What follows belongs to an exercise in optimizing a design on an open flow for small area and a short achievable clock period; a production flow would make more cautious choices. No run shown here included a check of the RTL's function; only the layout flow was run. No activity file was given, so power comes from the tool's default toggle rates.

==> flow/design.v, too long to show whole: its modules and the start of the top module <==
// module fa: 4 lines
// module ha: 4 lines
// module top_fp_mul_N32_M23_E8: 1334 lines
module top_fp_mul_N32_M23_E8(input  wire clk,
                             input  wire [31:0] a1,
                             input  wire [31:0] b1,
                             output wire [31:0] y);
  // ...
==> flow/flow/run.sh <==
#!/bin/bash
bash standard.sh MATCH_CELL_FOOTPRINT=0 "BUFFER_PORTS_ARGS=-buffer_cell sky130_fd_sc_hd__buf_2" finish > standard.log 2>&1
==> flow/standard.sh <==
#!/bin/bash
# synth_recipe.tcl (not shown) runs the flow's synth.tcl, then flattens the netlist and writes it again
# the make line also repeats each setting of config.mk as NAME=value (left out here)
make -C /OpenROAD-flow-scripts/flow DESIGN_CONFIG=/design/flow/config.mk WORK_HOME=/design/flow/orfs CLKGATE_MAP_FILE= SYNTH_SCRIPT=/design/flow/synth_recipe.tcl "${@:-finish}"
==> flow/config.mk <==
export PLATFORM = sky130hd
export DESIGN_NAME = top_fp_mul_N32_M23_E8
export DESIGN_NICKNAME = top_fp_mul_N32_M23_E8
export VERILOG_FILES = /design/flow/design.v
export SDC_FILE = /design/flow/constraint.sdc
export NUM_CORES = 4
export LEC_CHECK = 0
export ABC_AREA = 1
export CAP_MARGIN = 20
export CORE_MARGIN = 2
export CORE_UTILIZATION = 50
export CTS_BUF_LIST = sky130_fd_sc_hd__clkbuf_4 sky130_fd_sc_hd__clkbuf_8
export CTS_CLUSTER_SIZE = 30
export PLACE_DENSITY = 0.8
export SETUP_SLACK_MARGIN = 4.0
export SLEW_MARGIN = 70
export SYNTH_HIERARCHICAL = 1
==> flow/constraint.sdc <==
create_clock -name core_clock -period 8.5 [get_ports {clk}]
set_input_delay 1.7000 -clock core_clock [delete_from_list [all_inputs] [get_ports {clk}]]
set_output_delay 1.7000 -clock core_clock [all_outputs]
set_load 0.01 [all_outputs]
==> flow_metrics.py, run 1 <==
metrics = {
    "run_status": {
        "status": "complete, no violations",
    },
    "synthesis": {
        "ys_seq_area_share_pct": 15.9,
        "synth-async-reset-ratio_pct": 0,
        "synth_edf_count": 0,
        "avgSynthCellArea_um2": 9.41,
        "ys.warnings.count": 7,
        "synthMuxAreaShare_pct": 0.0692,
    },
    "grt": {
        "grt_remaining_overflow": 0,
        "grt_max_degree": 28,
        "busiest_layer": "met2",
        "grt_usage_pct": 28.3,
        "met2_usage_pct": 45.3,
    },
    "timing": {
        "finalHoldViolCount": 0,
        "rsz0062_at_grt": "true",
    },
    "power": {
        "powerClk_w": 0.000510,
        "p_leak_nw": 7.76,
        "pg_comb_w": 0.00581,
    },
    "finish": {
        "design.seq.count": 129,
        "multi_input_cells": 1312,
        "clk_share_pct": 2.19,
        "seq_area_um2": 2690,
    },
    "placement": {
        "place_congestion": 0.929,
        "place_area_um2": 17100,
    },
    "routing": {
        "wl_met1_um": 17700,
        "top_layer": "met4",
    },
    "cts": {
        "clock_path_buffers": 2,
        "cts_root_buffer": "clkbuf_8",
        "ctsResizeCount": 23,
        "post_cts_buffers": 8,
    },
    "floorplan": {
        "dieArea_um2": 34000,
    },
    "critical_path": {
        "end_kind": "output port",
        "path_cells": "a21o_1 -> a21oi_2 -> o21bai_2 -> nand2_1 -> nand2_2 -> a21oi_4 -> inv_1 -> a21oi_2 -> o21bai_1 -> a21oi_2 -> nand2_1 -> nand2_1 -> nand2_1 -> nand2_1 -> nand2_1 -> buf_2",
    },
}
==> inputs of run 2 (changes only) <==
--- a/flow/design.v
+++ b/flow/design.v
@@ -1278,33 +1278,35 @@
   wire cp20 = cp18 & cp19;
   wire q_c21 = cg20;    
   wire q_g21 = lx[21] & ly[21], q_t21 = lx[21] | ly[21];
   wire q_g22 = c231 & s250, q_t22 = c231 | s250;
   wire q_c22 = q_g21 | (q_t21 & q_c21);
   wire q_c23n = q_g22 | (q_t22 & q_g21) | (q_t22 & q_t21 & q_c21);
   wire q_p22n = (c231 ^ s250) ^ q_c22;
   wire x23 = s272;
-  wire [16:0] lgp = {c541 ^ s548, c531 ^ s540, c521 ^ s530, c509 ^ s520, c497 ^ s508, c483 ^ s496, c469 ^ s482, c453 ^ s468, c437 ^ s452, c419 ^ s436, c401 ^ s418, c381 ^ s400, c361 ^ s380, c339 ^ s360, c317 ^ s338, c295 ^ s316, c273 ^ s294};
-  wire [16:0] lgg = {c541 & s548, c531 & s540, c521 & s530, c509 & s520, c497 & s508, c483 & s496, c469 & s482, c453 & s468, c437 & s452, c419 & s436, c401 & s418, c381 & s400, c361 & s380, c339 & s360, c317 & s338, c295 & s316, c273 & s294};
-  wire [6:0] hgx = {c579, c577, c573, c569, c563, c557, c549};
-  wire [6:0] hgy = {n11, s578, s576, s572, s568, s562, s556};
-  wire [6:0] hg0 = hgx & hgy;
-  wire [6:0] hp0 = hgx ^ hgy;
-  wire [6:0] hg1 = {(hg0[6]), (hg0[5] | (hp0[5] & hg0[4])), (hg0[4]), (hg0[3] | (hp0[3] & hg0[2])), (hg0[2]), (hg0[1] | (hp0[1] & hg0[0])), (hg0[0])};
-  wire [6:0] hp1 = {(hp0[6]), (hp0[5] & hp0[4]), (hp0[4]), (hp0[3] & hp0[2]), (hp0[2]), (hp0[1] & hp0[0]), (hp0[0])};
-  wire [6:0] hg2 = {(hg1[6] | (hp1[6] & hg1[5])), (hg1[5]), (hg1[4]), (hg1[3] | (hp1[3] & hg1[1])), (hg1[2] | (hp1[2] & hg1[1])), (hg1[1]), (hg1[0])};
-  wire [6:0] hp2 = {(hp1[6] & hp1[5]), (hp1[5]), (hp1[4]), (hp1[3] & hp1[1]), (hp1[2] & hp1[1]), (hp1[1]), (hp1[0])};
-  wire [6:0] hg3 = {(hg2[6] | (hp2[6] & hg2[3])), (hg2[5] | (hp2[5] & hg2[3])), (hg2[4] | (hp2[4] & hg2[3])), (hg2[3]), (hg2[2]), (hg2[1]), (hg2[0])};
-  wire [6:0] hp3 = {(hp2[6] & hp2[3]), (hp2[5] & hp2[3]), (hp2[4] & hp2[3]), (hp2[3]), (hp2[2]), (hp2[1]), (hp2[0])};
-  wire [6:0] hs0 = (hgx ^ hgy) ^ {hg3[5:0], 1'b0};
-  wire [6:0] hs1 = (hgx ^ hgy) ^ {hg3[5:0] | hp3[5:0], 1'b1};
+  wire [14:0] lgp = {c521 ^ s530, c509 ^ s520, c497 ^ s508, c483 ^ s496, c469 ^ s482, c453 ^ s468, c437 ^ s452, c419 ^ s436, c401 ^ s418, c381 ^ s400, c361 ^ s380, c339 ^ s360, c317 ^ s338, c295 ^ s316, c273 ^ s294};
+  wire [14:0] lgg = {c521 & s530, c509 & s520, c497 & s508, c483 & s496, c469 & s482, c453 & s468, c437 & s452, c419 & s436, c401 & s418, c381 & s400, c361 & s380, c339 & s360, c317 & s338, c295 & s316, c273 & s294};
+  wire [8:0] hgx = {c579, c577, c573, c569, c563, c557, c549, c541, c531};
+  wire [8:0] hgy = {n11, s578, s576, s572, s568, s562, s556, s548, s540};
+  wire [8:0] hg0 = hgx & hgy;
+  wire [8:0] hp0 = hgx ^ hgy;
+  wire [8:0] hg1 = {(hg0[8]), (hg0[7] | (hp0[7] & hg0[6])), (hg0[6]), (hg0[5] | (hp0[5] & hg0[4])), (hg0[4]), (hg0[3] | (hp0[3] & hg0[2])), (hg0[2]), (hg0[1] | (hp0[1] & hg0[0])), (hg0[0])};
+  wire [8:0] hp1 = {(hp0[8]), (hp0[7] & hp0[6]), (hp0[6]), (hp0[5] & hp0[4]), (hp0[4]), (hp0[3] & hp0[2]), (hp0[2]), (hp0[1] & hp0[0]), (hp0[0])};
+  wire [8:0] hg2 = {(hg1[8]), (hg1[7] | (hp1[7] & hg1[5])), (hg1[6] | (hp1[6] & hg1[5])), (hg1[5]), (hg1[4]), (hg1[3] | (hp1[3] & hg1[1])), (hg1[2] | (hp1[2] & hg1[1])), (hg1[1]), (hg1[0])};
+  wire [8:0] hp2 = {(hp1[8]), (hp1[7] & hp1[5]), (hp1[6] & hp1[5]), (hp1[5]), (hp1[4]), (hp1[3] & hp1[1]), (hp1[2] & hp1[1]), (hp1[1]), (hp1[0])};
+  wire [8:0] hg3 = {(hg2[8]), (hg2[7] | (hp2[7] & hg2[3])), (hg2[6] | (hp2[6] & hg2[3])), (hg2[5] | (hp2[5] & hg2[3])), (hg2[4] | (hp2[4] & hg2[3])), (hg2[3]), (hg2[2]), (hg2[1]), (hg2[0])};
+  wire [8:0] hp3 = {(hp2[8]), (hp2[7] & hp2[3]), (hp2[6] & hp2[3]), (hp2[5] & hp2[3]), (hp2[4] & hp2[3]), (hp2[3]), (hp2[2]), (hp2[1]), (hp2[0])};
+  wire [8:0] hg4 = {(hg3[8] | (hp3[8] & hg3[7])), (hg3[7]), (hg3[6]), (hg3[5]), (hg3[4]), (hg3[3]), (hg3[2]), (hg3[1]), (hg3[0])};
+  wire [8:0] hp4 = {(hp3[8] & hp3[7]), (hp3[7]), (hp3[6]), (hp3[5]), (hp3[4]), (hp3[3]), (hp3[2]), (hp3[1]), (hp3[0])};
+  wire [8:0] hs0 = (hgx ^ hgy) ^ {hg4[7:0], 1'b0};
+  wire [8:0] hs1 = (hgx ^ hgy) ^ {hg4[7:0] | hp4[7:0], 1'b1};
   reg         rx23, rc23, rr0, rr1, rs2;   
-  reg  [16:0] rlp, rlg;     
-  reg  [6:0] rh0, rh1;     
+  reg  [14:0] rlp, rlg;     
+  reg  [8:0] rh0, rh1;     
   reg  [7:0]  re2;
   always @(posedge clk) begin
     rx23 <= x23;
     rlp  <= lgp;
     rlg  <= lgg;
     rh0  <= hs0;
     rh1  <= hs1;
     rc23 <= q_c23n;
@@ -1313,31 +1315,29 @@
     rs2  <= rs;
     re2  <= re;
   end
   wire q_p0 = rx23 ^ rc23;
   wire q_g0 = rx23 & rc23;
   wire ci_n  = q_g0;                    
   wire ci_r0 = q_g0 | (q_p0 & rr0);
   wire ci_r1 = q_g0 | (q_p0 & rr1);
-  wire [16:0] lg0 = rlg;
-  wire [16:0] lp0 = rlp;
-  wire [16:0] lg1 = {(lg0[16]), (lg0[15] | (lp0[15] & lg0[14])), (lg0[14]), (lg0[13] | (lp0[13] & lg0[12])), (lg0[12]), (lg0[11] | (lp0[11] & lg0[10])), (lg0[10]), (lg0[9] | (lp0[9] & lg0[8])), (lg0[8]), (lg0[7] | (lp0[7] & lg0[6])), (lg0[6]), (lg0[5] | (lp0[5] & lg0[4])), (lg0[4]), (lg0[3] | (lp0[3] & lg0[2])), (lg0[2]), (lg0[1] | (lp0[1] & lg0[0])), (lg0[0])};
-  wire [16:0] lp1 = {(lp0[16]), (lp0[15] & lp0[14]), (lp0[14]), (lp0[13] & lp0[12]), (lp0[12]), (lp0[11] & lp0[10]), (lp0[10]), (lp0[9] & lp0[8]), (lp0[8]), (lp0[7] & lp0[6]), (lp0[6]), (lp0[5] & lp0[4]), (lp0[4]), (lp0[3] & lp0[2]), (lp0[2]), (lp0[1] & lp0[0]), (lp0[0])};
-  wire [16:0] lg2 = {(lg1[16]), (lg1[15] | (lp1[15] & lg1[13])), (lg1[14] | (lp1[14] & lg1[13])), (lg1[13]), (lg1[12]), (lg1[11] | (lp1[11] & lg1[9])), (lg1[10] | (lp1[10] & lg1[9])), (lg1[9]), (lg1[8]), (lg1[7] | (lp1[7] & lg1[5])), (lg1[6] | (lp1[6] & lg1[5])), (lg1[5]), (lg1[4]), (lg1[3] | (lp1[3] & lg1[1])), (lg1[2] | (lp1[2] & lg1[1])), (lg1[1]), (lg1[0])};
-  wire [16:0] lp2 = {(lp1[16]), (lp1[15] & lp1[13]), (lp1[14] & lp1[13]), (lp1[13]), (lp1[12]), (lp1[11] & lp1[9]), (lp1[10] & lp1[9]), (lp1[9]), (lp1[8]), (lp1[7] & lp1[5]), (lp1[6] & lp1[5]), (lp1[5]), (lp1[4]), (lp1[3] & lp1[1]), (lp1[2] & lp1[1]), (lp1[1]), (lp1[0])};
-  wire [16:0] lg3 = {(lg2[16]), (lg2[15] | (lp2[15] & lg2[11])), (lg2[14] | (lp2[14] & lg2[11])), (lg2[13] | (lp2[13] & lg2[11])), (lg2[12] | (lp2[12] & lg2[11])), (lg2[11]), (lg2[10]), (lg2[9]), (lg2[8]), (lg2[7] | (lp2[7] & lg2[3])), (lg2[6] | (lp2[6] & lg2[3])), (lg2[5] | (lp2[5] & lg2[3])), (lg2[4] | (lp2[4] & lg2[3])), (lg2[3]), (lg2[2]), (lg2[1]), (lg2[0])};
-  wire [16:0] lp3 = {(lp2[16]), (lp2[15] & lp2[11]), (lp2[14] & lp2[11]), (lp2[13] & lp2[11]), (lp2[12] & lp2[11]), (lp2[11]), (lp2[10]), (lp2[9]), (lp2[8]), (lp2[7] & lp2[3]), (lp2[6] & lp2[3]), (lp2[5] & lp2[3]), (lp2[4] & lp2[3]), (lp2[3]), (lp2[2]), (lp2[1]), (lp2[0])};
-  wire [16:0] lg4 = {(lg3[16]), (lg3[15] | (lp3[15] & lg3[7])), (lg3[14] | (lp3[14] & lg3[7])), (lg3[13] | (lp3[13] & lg3[7])), (lg3[12] | (lp3[12] & lg3[7])), (lg3[11] | (lp3[11] & lg3[7])), (lg3[10] | (lp3[10] & lg3[7])), (lg3[9] | (lp3[9] & lg3[7])), (lg3[8] | (lp3[8] & lg3[7])), (lg3[7]), (lg3[6]), (lg3[5]), (lg3[4]), (lg3[3]), (lg3[2]), (lg3[1]), (lg3[0])};
-  wire [16:0] lp4 = {(lp3[16]), (lp3[15] & lp3[7]), (lp3[14] & lp3[7]), (lp3[13] & lp3[7]), (lp3[12] & lp3[7]), (lp3[11] & lp3[7]), (lp3[10] & lp3[7]), (lp3[9] & lp3[7]), (lp3[8] & lp3[7]), (lp3[7]), (lp3[6]), (lp3[5]), (lp3[4]), (lp3[3]), (lp3[2]), (lp3[1]), (lp3[0])};
-  wire [16:0] lg5 = {(lg4[16] | (lp4[16] & lg4[15])), (lg4[15]), (lg4[14]), (lg4[13]), (lg4[12]), (lg4[11]), (lg4[10]), (lg4[9]), (lg4[8]), (lg4[7]), (lg4[6]), (lg4[5]), (lg4[4]), (lg4[3]), (lg4[2]), (lg4[1]), (lg4[0])};
-  wire [16:0] lp5 = {(lp4[16] & lp4[15]), (lp4[15]), (lp4[14]), (lp4[13]), (lp4[12]), (lp4[11]), (lp4[10]), (lp4[9]), (lp4[8]), (lp4[7]), (lp4[6]), (lp4[5]), (lp4[4]), (lp4[3]), (lp4[2]), (lp4[1]), (lp4[0])};
-  wire [17:0] cn  = {lg5 | (lp5 & {17{ci_n}}),  ci_n};
-  wire [17:0] cr0 = {lg5 | (lp5 & {17{ci_r0}}), ci_r0};
-  wire [17:0] cr1 = {lg5 | (lp5 & {17{ci_r1}}), ci_r1};
-  wire [24:0] w0 = {cr0[17] ? rh1 : rh0, rlp ^ cr0[16:0], q_p0 ^ rr0};
-  wire [24:0] w1 = {cr1[17] ? rh1 : rh0, rlp ^ cr1[16:0], q_p0 ^ rr1};
-  wire n = cn[17] ? rh1[6] : rh0[6];
+  wire [14:0] lg0 = rlg;
+  wire [14:0] lp0 = rlp;
+  wire [14:0] lg1 = {(lg0[14]), (lg0[13] | (lp0[13] & lg0[12])), (lg0[12]), (lg0[11] | (lp0[11] & lg0[10])), (lg0[10]), (lg0[9] | (lp0[9] & lg0[8])), (lg0[8]), (lg0[7] | (lp0[7] & lg0[6])), (lg0[6]), (lg0[5] | (lp0[5] & lg0[4])), (lg0[4]), (lg0[3] | (lp0[3] & lg0[2])), (lg0[2]), (lg0[1] | (lp0[1] & lg0[0])), (lg0[0])};
+  wire [14:0] lp1 = {(lp0[14]), (lp0[13] & lp0[12]), (lp0[12]), (lp0[11] & lp0[10]), (lp0[10]), (lp0[9] & lp0[8]), (lp0[8]), (lp0[7] & lp0[6]), (lp0[6]), (lp0[5] & lp0[4]), (lp0[4]), (lp0[3] & lp0[2]), (lp0[2]), (lp0[1] & lp0[0]), (lp0[0])};
+  wire [14:0] lg2 = {(lg1[14] | (lp1[14] & lg1[13])), (lg1[13]), (lg1[12]), (lg1[11] | (lp1[11] & lg1[9])), (lg1[10] | (lp1[10] & lg1[9])), (lg1[9]), (lg1[8]), (lg1[7] | (lp1[7] & lg1[5])), (lg1[6] | (lp1[6] & lg1[5])), (lg1[5]), (lg1[4]), (lg1[3] | (lp1[3] & lg1[1])), (lg1[2] | (lp1[2] & lg1[1])), (lg1[1]), (lg1[0])};
+  wire [14:0] lp2 = {(lp1[14] & lp1[13]), (lp1[13]), (lp1[12]), (lp1[11] & lp1[9]), (lp1[10] & lp1[9]), (lp1[9]), (lp1[8]), (lp1[7] & lp1[5]), (lp1[6] & lp1[5]), (lp1[5]), (lp1[4]), (lp1[3] & lp1[1]), (lp1[2] & lp1[1]), (lp1[1]), (lp1[0])};
+  wire [14:0] lg3 = {(lg2[14] | (lp2[14] & lg2[11])), (lg2[13] | (lp2[13] & lg2[11])), (lg2[12] | (lp2[12] & lg2[11])), (lg2[11]), (lg2[10]), (lg2[9]), (lg2[8]), (lg2[7] | (lp2[7] & lg2[3])), (lg2[6] | (lp2[6] & lg2[3])), (lg2[5] | (lp2[5] & lg2[3])), (lg2[4] | (lp2[4] & lg2[3])), (lg2[3]), (lg2[2]), (lg2[1]), (lg2[0])};
+  wire [14:0] lp3 = {(lp2[14] & lp2[11]), (lp2[13] & lp2[11]), (lp2[12] & lp2[11]), (lp2[11]), (lp2[10]), (lp2[9]), (lp2[8]), (lp2[7] & lp2[3]), (lp2[6] & lp2[3]), (lp2[5] & lp2[3]), (lp2[4] & lp2[3]), (lp2[3]), (lp2[2]), (lp2[1]), (lp2[0])};
+  wire [14:0] lg4 = {(lg3[14] | (lp3[14] & lg3[7])), (lg3[13] | (lp3[13] & lg3[7])), (lg3[12] | (lp3[12] & lg3[7])), (lg3[11] | (lp3[11] & lg3[7])), (lg3[10] | (lp3[10] & lg3[7])), (lg3[9] | (lp3[9] & lg3[7])), (lg3[8] | (lp3[8] & lg3[7])), (lg3[7]), (lg3[6]), (lg3[5]), (lg3[4]), (lg3[3]), (lg3[2]), (lg3[1]), (lg3[0])};
+  wire [14:0] lp4 = {(lp3[14] & lp3[7]), (lp3[13] & lp3[7]), (lp3[12] & lp3[7]), (lp3[11] & lp3[7]), (lp3[10] & lp3[7]), (lp3[9] & lp3[7]), (lp3[8] & lp3[7]), (lp3[7]), (lp3[6]), (lp3[5]), (lp3[4]), (lp3[3]), (lp3[2]), (lp3[1]), (lp3[0])};
+  wire [15:0] cn  = {lg4 | (lp4 & {15{ci_n}}),  ci_n};
+  wire [15:0] cr0 = {lg4 | (lp4 & {15{ci_r0}}), ci_r0};
+  wire [15:0] cr1 = {lg4 | (lp4 & {15{ci_r1}}), ci_r1};
+  wire [24:0] w0 = {cr0[15] ? rh1 : rh0, rlp ^ cr0[14:0], q_p0 ^ rr0};
+  wire [24:0] w1 = {cr1[15] ? rh1 : rh0, rlp ^ cr1[14:0], q_p0 ^ rr1};
+  wire n = cn[15] ? rh1[8] : rh0[8];
   wire [7:0] re2p1 = re2 + 8'd1;
   wire [7:0] e = n ? re2p1 : re2;
   wire [22:0] m = n ? w1[23:1] : w0[22:0];
   assign y = {rs2, e, m};
 endmodule
==> run 2 against run 1 <==
  * Sequential share of layout area shrank 0.13 points
  * Non-clock buffer count grew 11
  * Count of clock-buffer cells in the layout is the same
  * Largest power group unchanged
  * Routed wire length grew 4.4%
  * Cell count grew 0.95%
  * Synthesized cell count grew 0.75%
  * Clock power grew 3%
  * Power grew 5.9%
  * Critical path type is now reg -> reg
  * Hold slack lost 0.0061 ns
==> flow_metrics.py, run 2 <==
metrics = {
    "cts": {
        "cts_tree": "yes",
        "clk_pin_slew_ns": 0.10,
        "clock_path_buffers": 2,
        "hold_buffers": 0,
        "htree_levels": 4,
        "clkLatencyLatePin_ns": 0.46,
        "numCtsBuffers": 17,
        "numClockSinks": 129,
        "cts_root_buffer": "clkbuf_8",
    },
    "timing": {
        "post-route-min-period_ns": 4.45,
        "min_period_over_period_pct": 52.4,
        "final.setup.tns_ns": 0,
        "final_max_slew_viol_count": 0,
        "finalHoldViolCount": 0,
        "final.setup.worst_slack_ns": 4.05,
        "report.final.setup_viol": 0,
        "timing.slew.headroom_pct": 68.4,
        "skew_ns": 0.0200,
        "rsz0062_at_grt": "true",
        "tightest_slew_ns": 0.471,
        "clock.fmax_mhz": 225,
    },
    "run_status": {
        "status": "complete, no violations",
    },
    "finish": {
        "fin_nets": 2175,
        "final_cell_mix": "xor2_1 (305), fa_1 (261), o22ai_1 (243)",
        "multi_input_area_um2": 12800,
        "fin_util_pct": 56.3,
        "reg.largest.list": "ra_n (23), rlg (15), rlp (15)",
        "antenna_cells": 0,
        "fillers": 2753,
        "seq_area_um2": 2720,
        "largest_reg_flops": 23,
        "area_growth_pct": 11.4,
        "largest_register": "ra_n",
        "drive_gt1_share_pct": 15.9,
        "final_common_cell": "xor2_1",
        "instances_no_fill": 2232,
    },
    "routing": {
        "avgRoutedWirePerCell_um": 22.0,
        "ant_nets": 0,
        "routed_wl_um": 49200,
        "drt-initial-drc-count": 1867,
        "met2_length_um": 22000,
        "dr_wl_met3_um": 6120,
        "via_per_inst": 6.15,
        "top_layer": "met5",
        "first_pass_iters": 7,
        "wl_met1_um": 19100,
        "drc": 0,
        "num_vias": 13700,
    },
    "synthesis": {
        "syn-instance-count": 1741,
        "netlist_top_cells_area": "fa_1 (33%), xor2_1 (16%), dfxtp_1 (16%)",
        "ys.flop_type": "dfxtp_1",
        "synth_area_um2": 16300,
        "ys.warnings.count": 7,
        "yosysUniqueCellTypes": 50,
        "syn-num-nets": 2139,
        "yosys.area.top_type_share_pct": 33.0,
        "yosysMostFrequentCell": "xor2_1",
        "synth-async-reset-ratio_pct": 0,
        "synthTopCellsByCount": "xor2_1 (305), fa_1 (269), o22ai_1 (245), nand2_1 (162), inv_1 (147)",
        "ys_ff_latch": 129,
        "yosys.area.top_type": "fa_1",
        "synth_edf_count": 0,
        "ys_seq_area_share_pct": 15.8,
        "avgSynthCellArea_um2": 9.39,
    },
    "critical_path": {
        "cp_top_family": "adder cells",
        "path_cells": "buf_12 -> inv_4 -> fa_1 -> fa_2 -> fa_2 -> fa_1 -> fa_1 -> ha_2 -> inv_2 -> fa_2 -> inv_2 -> a21oi_2 -> o21bai_2 -> a221o_1 -> a21oi_2 -> nor2_1 -> nor2_1 -> nand2_1 -> xnor2_1",
        "critPathRequiredTime_ns": 8.83,
        "critPathArrivalTime_ns": 4.78,
        "critPathMaxFanout": 3,
        "cp_slowest_cell": "fa_1",
        "crit_buf_inv": 4,
        "start_kind": "flip-flop",
        "slowest_delay_ns": 0.51,
        "worstSetupPathType": "reg -> reg",
        "end_kind": "flip-flop",
    },
    "floorplan": {
        "initial_core_util_pct": 50.5,
        "die_w_um": 185,
        "dieHeight_um": 185,
        "core_region_area_um2": 32400,
        "ios": 97,
        "rows": 66,
        "dieArea_um2": 34100,
    },
    "power": {
        "comb_power_share_pct": 79.4,
        "p_seq_share_pct": 13.8,
        "switching_power_w": 0.00397,
        "p_sw_share_pct": 50.8,
        "p_per_area_nw_per_um2": 430,
        "cell_internal_pwr_w": 0.00385,
        "vdd_drop_max_uv": 213,
        "p_leak_nw": 7.93,
        "clock_power_share_pct": 6.7,
    },
    "grt": {
        "grt_pass1_vias": 13900,
        "antenna_found_initial": 1,
        "grt_usage_pct": 28.6,
        "grt_remaining_overflow": 0,
        "grt_pass1_wl_um": 75700,
        "grt_max_degree": 29,
    },
    "placement": {
        "numPortBuffers": 96,
        "place_congestion": 0.953,
        "dp.cells": 2169,
        "place_ws_ns": 3.55,
        "dp.final_hpwl_um": 33800,
    },
    "hold_path": {
        "hp-class": "reg -> reg",
    },
    "run": {
        "max-cap-violations": 0,
    },
}
==> run 2: changes by cell type in the layout (fill, tap and decap cells not counted), moves of 6 or more <==
cell     delta
nand2_1    +17
fa_1        -8
fa_2        +8
dfxtp_1     -7
dfxtp_4     +7
buf_12      +6
==> run 2: power by group through the flow <==
stage	clock network [W]	registers (W)	logic, W
floorplan	0	0.000989	0.00423
global placement	0	0.00107	0.00542
finish	0.000527	0.00108	0.00621
detailed placement	0	0.00108	0.00576
global route	0.000561	0.00110	0.00702
CTS	0.000532	0.00107	0.00599
==> run 2: path summary, 6_finish.rpt <==
kind	start	endpoint	slack [ns]	cells after the start
setup / recovery	negr[6]	rh1[8]	4.05	19
hold / removal	re[1]	re2[1]	0.32	0
setup reg to reg	negr[6]	rh1[8]	4.05	19
hold reg to reg	re[1]	re2[1]	0.32	0
==> run 2: through the flow <==
stage / hold slack, ns / area (µm²) / power, W
5_1_grt: 0.324 / 18200 / 0.00868
6_report: 0.322 / 18200 / 0.00782
2_1_floorplan: 0.310 / 16400 / 0.00522
4_1_cts: 0.328 / 17900 / 0.00759
3_3_place_gp: 0.310 / 17000 / 0.00650
3_5_place_dp: 0.312 / 17200 / 0.00685
==> run 2: cells by family (layout without fill, tap and decap cells) <==
family          count (synthesis)  after routing  synth area share, %
fa+ha+maj                     333            333                 37.9
simple gates                  265            266                 6.82
flops                         129            129                 15.8
mux                             2              2                0.138
compound gates                395            395                 14.8
buf+inv                       289            337                 6.92
xor+xnor                      328            328                 17.6
==> run 2: area by class of cell <==
type,instances,share of cell area (%)
Clock buffer,18,1.33
Multi-Input combinational cell,1324,70.2
Inverter,150,3.28
Tap cell,442,3.04
Clock inverter,14,0.790
Timing Repair inverter,1,0.0618
Sequential cell,129,14.9
Timing Repair Buffer,154,6.36
==> run 2: worst reg2reg max path: stages (launching register included) <==
cell and delay, ns:
dfxtp_4 0.38, buf_12 0.11, inv_4 0.03, fa_1 0.48
fa_2 0.36, fa_2 0.35, fa_1 0.51, fa_1 0.43
ha_2 0.19, inv_2 0.05, fa_2 0.20, inv_2 0.05
a21oi_2 0.13, o21bai_2 0.11, a221o_1 0.36, a21oi_2 0.15
nor2_1 0.06, nor2_1 0.16, nand2_1 0.09, xnor2_1 0.13
==> run 2: what timing repair did <==
item | in CTS | in global routing
cloned | 4 | 2
setup buffers | 12 | 13
pin swaps | 5 | 11
resized for setup | 32 | 55
endpoints found under the setup margin | 32 | 42
==> run 2: per-module statistics from Yosys, one instance, submodules excluded <==
module                 cells inside  flops+latches  area, µm²  copies in the design
top_fp_mul_N32_M23_E8          1457            129      10800                     1
fa                                1              0       20.0                   264
ha                                1              0       12.5                    20
==> run 2: routing by layer <==
layer / vias up / global-route usage, %
met1: 6594 / 38.4
met2: 1054 / 44.2
li1: 5858 / -
met4: 2 / 10.4
met3: 216 / 8.18
met5: - / 0

## re-timing with driven ports
How much do the figures lean on ideal ports? The routed layouts below were timed once more, with nothing changed but the port constraints.
Step 1 assumes that a clkbuf_16 drives the clock port and a buf_2 every other input.
Step 2 adds t to the input delays and takes it off the output delays; t is the mean of the earliest and latest rising clock arrival at the registers after step 1. Input paths then give back, and output paths get back, about the clock's delay inside the block.
a / b / c = ideal ports / drivers / drivers and shift; a / b = the first two.
| run | t (ns) | setup slack, ns | worst data-port slew with drivers (ns) | pins driven straight from the clock port |
|---|---|---|---|---|
| run 1 | 0.499 | 4.071 / 4.024 / 4.173 | 0.05 | 1 |
| run 2 | 0.485 | 4.048 / 4.031 / 4.048 | 0.05 | 1 |
After both steps every run listed still meets setup and hold.
